Source: an optimization exercise on an open RTL-to-GDS flow (aim: small area, a short achievable clock period and few clock cycles per item). Production flows keep margins and buffers that such runs may drop. Function was checked by simulation only, so behaviour that the tests miss may differ from the original. The clock input has no modelled driver; a real chip could not lean on it and would need a root buffer or a full tree.

==> inputs of branch fjord <==
==> flow/design.v (excerpt) <==
module Encoder(clk, reset, start, p_text, m_key, done, c_text);
    input clk, reset, start;
    input wire [63:0] p_text;
    input wire [79:0] m_key;
    output reg done;
    output wire [63:0] c_text;
    reg [63:0] t;
    reg [79:0] k;
    reg [4:0]  cnt;
    reg        busy;
    reg [3:0]  busy_k;
    reg [5:0]  idle_r;
    genvar i;
    wire [79:0] w = {k[66:0], k[79:67]};
    wire [3:0] ks;
    SBox uk (.x(w[3:0]), .y(ks));
    wire [4:0] rcx;
    generate for (i = 0; i < 5; i = i + 1) begin : rc
        C_xor2 u (.A(cnt[i]), .B(w[59+i]), .X(rcx[i]));
    end endgenerate
    wire [79:0] g = {w[79:64], rcx, w[58:4], ks};
    wire [79:0] kd;
    generate for (i = 0; i < 80; i = i + 1) begin : km
        wire n0, n1;
        C_nand2 u0 (.A(g[i]), .B(busy_k[i%2]), .Y(n0));
        C_nand2 u1 (.A(m_key[i]), .B(idle_r[i%2]), .Y(n1));
        C_nand2 u2 (.A(n0), .B(n1), .Y(kd[i]));
    end endgenerate
    wire [63:0] pn, y;
    generate for (i = 0; i < 64; i = i + 1) begin : yk
        C_nand2 u0 (.A(p_text[i]), .B(idle_r[2+i%2]), .Y(pn[i]));
        C_xnor2 u1 (.A(kd[i]), .B(pn[i]), .Y(y[i]));
    end endgenerate
    wire [63:0] b;
  ...
export LEC_CHECK = 0
export CAP_MARGIN = 20
export CORE_MARGIN = 2
export CORE_UTILIZATION = 40
export SETUP_SLACK_MARGIN = 1.8
export SLEW_MARGIN = 20
export SYNTH_HIERARCHICAL = 1
create_clock -name core_clock -period 3.5 [get_ports {clk}]
standard.sh (not shown) runs the stock make flow with config.mk's settings and CLKGATE_MAP_FILE= SYNTH_SCRIPT=/design/flow/synth_recipe.tcl, a recipe that flattens the netlist after the stock synthesis.
==> flow/flow/run.sh <==
#!/bin/bash
# The standard layout, with plain buf_1 cells as the port buffers and a
# hand-built two-level clock tree (flow/clock_tree.tcl) in place of TritonCTS.
set -uo pipefail
export BUFFER_PORTS_ARGS="-buffer_cell sky130_fd_sc_hd__buf_1"
export PRE_CTS_TCL="$PWD/flow/clock_tree.tcl"
bash standard.sh > standard_flow.log 2>&1
==> flow/flow/clock_tree.tcl <==
# Sourced by ORFS's cts.tcl (PRE_CTS_TCL) after the placed design is loaded:
# builds a two-level clock tree (clock port -> 4 clkbuf_16 -> 8 clkbuf_16 ->
# flip-flops, each last-level buffer serving the flip-flops of one region),
# and replaces TritonCTS for this run.
source [file join [file dirname [info script]] clock_tree_lib.tcl]
manual_clock_tree2 2 2 2 4 sky130_fd_sc_hd__clkbuf_16 sky130_fd_sc_hd__clkbuf_16
set_propagated_clock [all_clocks]
rename clock_tree_synthesis tritoncts_not_used
proc clock_tree_synthesis { args } {
  puts "clock_tree_synthesis skipped: the clock tree was built by flow/clock_tree.tcl"
}
Other scripts of this flow, unchanged in this note and not shown: flow/flow/clock_tree_lib.tcl
==> inputs of branch violet, as changes to branch fjord <==
==> flow/design.v (replaced) <==
`timescale 1ns / 1ps
module Encoder(clk, reset, start, p_text, m_key, done, c_text);
    input clk, reset, start;
    input wire [63:0] p_text;
    input wire [79:0] m_key;
    output reg done;
    output wire [63:0] c_text;
    reg [63:0] t;
    reg [79:0] k;
    reg [4:0]  cnt;
    reg        busy;
    reg [1:0]  busy_k;
    reg [5:0]  idle_r;
    genvar i;
    wire [79:0] w = {k[66:0], k[79:67]};
    reg  [3:0] ks;
    wire [3:0] ksd;
    wire [4:0] rcx;
    generate for (i = 0; i < 5; i = i + 1) begin : rc
        C_xor2 u (.A(cnt[i]), .B(w[59+i]), .X(rcx[i]));
    end endgenerate
    wire [79:0] g = {w[79:64], rcx, w[58:4], ks};
    wire [79:0] kd;
    SBox uk (.x(kd[70:67]), .y(ksd));
    generate for (i = 0; i < 80; i = i + 1) begin : km
        wire n0, n1;
        C_nand2 u0 (.A(g[i]), .B(busy_k[i%2]), .Y(n0));
        C_nand2 u1 (.A(m_key[i]), .B(idle_r[i%2]), .Y(n1));
        C_nand2 u2 (.A(n0), .B(n1), .Y(kd[i]));
    end endgenerate
    wire [63:0] pn, y;
    generate for (i = 0; i < 64; i = i + 1) begin : yk
        C_nand2 u0 (.A(p_text[i]), .B(idle_r[2+i%2]), .Y(pn[i]));
        C_xnor2 u1 (.A(kd[i]), .B(pn[i]), .Y(y[i]));
    end endgenerate
    wire [63:0] b;
    generate for (i = 0; i < 16; i = i + 1) begin : sb
        SBoxG u (.x(t[4*i+3:4*i]), .enn(idle_r[4+i%2]), .y(b[4*i+3:4*i]));
    end endgenerate
    wire [63:0] c, d;
    generate for (i = 0; i < 4; i = i + 1) begin : sh
        assign c[16*i+15:16*i] = {b[16*i+7:16*i+4], b[16*i+3:16*i],
                                  b[16*i+15:16*i+12], b[16*i+11:16*i+8]};
    end endgenerate
    assign d[15:0]  = {c[14:0],  c[15]};
    assign d[31:16] = {c[27:16], c[31:28]};
    assign d[47:32] = {c[40:32], c[47:41]};
    assign d[63:48] = {c[54:48], c[63:55]};
    wire [63:0] tn;
    wire [15:0] e2, e1, a3, a0;
    generate for (i = 0; i < 16; i = i + 1) begin : mx
        C_xor2 x0 (.A(d[32+i]), .B(d[i]),    .X(e2[i]));
        C_xor2 x1 (.A(d[48+i]), .B(d[16+i]), .X(e1[i]));
        C_xor2 x2 (.A(d[48+i]), .B(y[48+i]), .X(a3[i]));
        C_xor2 x3 (.A(d[i]),    .B(y[i]),    .X(a0[i]));
        C_xor2 x4 (.A(a3[i]),   .B(e2[i]),   .X(tn[48+i]));
        C_xor2 x5 (.A(e2[i]),   .B(y[32+i]), .X(tn[32+i]));
        C_xor2 x6 (.A(e1[i]),   .B(y[16+i]), .X(tn[16+i]));
        C_xor2 x7 (.A(a0[i]),   .B(e1[i]),   .X(tn[i]));
    end endgenerate
    assign c_text = t;
    integer j;
    always @(posedge clk) begin
        t <= tn;
        k <= kd;
        ks <= ksd;
        cnt <= busy ? cnt + 5'd1 : 5'd0;
        for (j = 0; j < 2; j = j + 1)
            busy_k[j] <= !reset && (busy_k[j] ? cnt != 5'd24 : start);
        for (j = 0; j < 6; j = j + 1)
            idle_r[j] <= reset || (idle_r[j] ? !start : cnt == 5'd24);
        if (reset) begin
            busy <= 1'b0;
            done <= 1'b0;
        end else if (!busy) begin
            done <= 1'b0;
            busy <= start;
        end else if (cnt == 5'd24) begin
            busy <= 1'b0;
            done <= 1'b1;
        end
    end
endmodule
module SBoxN(x, yn);
    input [3:0] x;
    output [3:0] yn;
    wire n03, a03, n01, a13, e03, x12, qn, f11, f20, f31, f30;
    C_nor2   g0 (.A(x[0]), .B(x[3]), .Y(n03));
    C_nand2  g1 (.A(x[0]), .B(x[3]), .Y(a03));
    C_nor2   g2 (.A(x[0]), .B(x[1]), .Y(n01));
    C_nand2  g3 (.A(x[1]), .B(x[3]), .Y(a13));
    C_xnor2  g4 (.A(x[0]), .B(x[3]), .Y(e03));
    C_xor2   g5 (.A(x[1]), .B(x[2]), .X(x12));
    C_nand2b g6 (.A_N(x[0]), .B(x[3]), .Y(qn));
    C_xor2   g7 (.A(x[1]), .B(n03), .X(f11));
    C_xor2   g8 (.A(x[1]), .B(a03), .X(f20));
    C_xnor2  g9 (.A(x[3]), .B(n01), .Y(f31));
    C_xor2   g10 (.A(x[0]), .B(a13), .X(f30));
    C_xor2   g11 (.A(x12), .B(qn), .X(yn[0]));
    C_mux2i  g12 (.A0(e03), .A1(f11), .S(x[2]), .Y(yn[1]));
    C_mux2i  g13 (.A0(f20), .A1(e03), .S(x[2]), .Y(yn[2]));
    C_mux2i  g14 (.A0(f30), .A1(f31), .S(x[2]), .Y(yn[3]));
endmodule
module SBoxG(x, enn, y);
    input [3:0] x;
    input enn;
    output [3:0] y;
    wire [3:0] yn;
    SBoxN s (.x(x), .yn(yn));
    C_nor2 g0 (.A(yn[0]), .B(enn), .Y(y[0]));
    C_nor2 g1 (.A(yn[1]), .B(enn), .Y(y[1]));
    C_nor2 g2 (.A(yn[2]), .B(enn), .Y(y[2]));
    C_nor2 g3 (.A(yn[3]), .B(enn), .Y(y[3]));
endmodule
module SBox(x, y);
    input [3:0] x;
    output [3:0] y;
    wire [3:0] yn;
    SBoxN s (.x(x), .yn(yn));
    C_inv g0 (.A(yn[0]), .Y(y[0]));
    C_inv g1 (.A(yn[1]), .Y(y[1]));
    C_inv g2 (.A(yn[2]), .Y(y[2]));
    C_inv g3 (.A(yn[3]), .Y(y[3]));
endmodule
module C_inv(A, Y);
    input A;
    output Y;
    assign Y = (~A);
endmodule
module C_mux2i(A0, A1, S, Y);
    input A0, A1, S;
    output Y;
    assign Y = (~A0&~S) | (~A1&S);
endmodule
module C_nand2(A, B, Y);
    input A, B;
    output Y;
    assign Y = (~A) | (~B);
endmodule
module C_nand2b(A_N, B, Y);
    input A_N, B;
    output Y;
    assign Y = (A_N) | (~B);
endmodule
module C_nor2(A, B, Y);
    input A, B;
    output Y;
    assign Y = (~A&~B);
endmodule
module C_xnor2(A, B, Y);
    input A, B;
    output Y;
    assign Y = (~A&~B) | (A&B);
endmodule
module C_xor2(A, B, X);
    input A, B;
    output X;
    assign X = (A&~B) | (~A&B);
endmodule
==> flow/flow/clock_tree.tcl (replaced) <==
# Sourced by ORFS's cts.tcl (PRE_CTS_TCL) after the placed design is loaded:
# builds a two-level clock tree (clock port -> 4 clkbuf_8 -> 8 clkbuf_16 ->
# flip-flops, each last-level buffer serving the flip-flops of one region),
# and replaces TritonCTS for this run.
source [file join [file dirname [info script]] clock_tree_lib.tcl]
manual_clock_tree2 2 2 2 4 sky130_fd_sc_hd__clkbuf_8 sky130_fd_sc_hd__clkbuf_16
set_propagated_clock [all_clocks]
rename clock_tree_synthesis tritoncts_not_used
proc clock_tree_synthesis { args } {
  puts "clock_tree_synthesis skipped: the clock tree was built by flow/clock_tree.tcl"
}
==> flow/config.mk (replaced) <==
export PLATFORM = sky130hd
export DESIGN_NAME = Encoder
export DESIGN_NICKNAME = Encoder
export VERILOG_FILES = /design/flow/design.v
export SDC_FILE = /design/flow/constraint.sdc
export NUM_CORES = 4
export LEC_CHECK = 0
export CAP_MARGIN = 20
export CORE_MARGIN = 2
export CORE_UTILIZATION = 40
export SETUP_SLACK_MARGIN = 1.9
export SLEW_MARGIN = 20
export SYNTH_HIERARCHICAL = 1
==> results.txt <==
Of branch fjord and branch violet, branch fjord has the higher core utilization (gap 0.56 points).
Against branch violet, the global-route usage of branch fjord is higher by 0.77 points.
Flip-flop and latch count is the same in branch fjord and branch violet.
Of branch violet and branch fjord, branch violet has the higher maximum frequency (gap about 5.5%, measured against branch fjord).
Testbench counts of branch fjord, summed over its fixed seeds: cycles 13,312, items 512.
Testbench counts of branch violet, summed over its fixed seeds: cycles 13,312, items 512.
No run of this note takes its clock network from TritonCTS; it comes from the design's own scripts or RTL.

static timing again, ports no longer ideal:
Ports are ideal in the flow. The routed layouts listed here were re-timed in OpenROAD.
Step 1 assumes that a clkbuf_16 drives the clock port and a buf_2 every other input.
Step 2 adds t to the input delays and takes it off the output delays; t is the mean of the earliest and latest rising clock arrival at the registers after step 1. Input paths then give back, and output paths get back, about the clock's delay inside the block.
Three values: ideal, step 1, step 2; two values: the first two.
| run | t, ns | setup WS [ns] | hold WS [ns] | clock arrival spread, ns | worst slew at a driven data input, ns |
|---|---|---|---|---|---|
| branch fjord | 0.373 | 1.831 / 1.748 / 1.713 | 0.422 / 0.422 / 0.422 | 0.017 / 0.017 | 0.04 |
| branch violet | 0.365 | 1.918 / 1.838 / 1.801 | 0.422 / 0.422 / 0.422 | 0.008 / 0.009 | 0.04 |
After both steps every run listed still meets setup and hold. For branch fjord, which loses most, drivers alone change the setup slack by -0.083 ns; drivers and shift together by -0.118 ns.
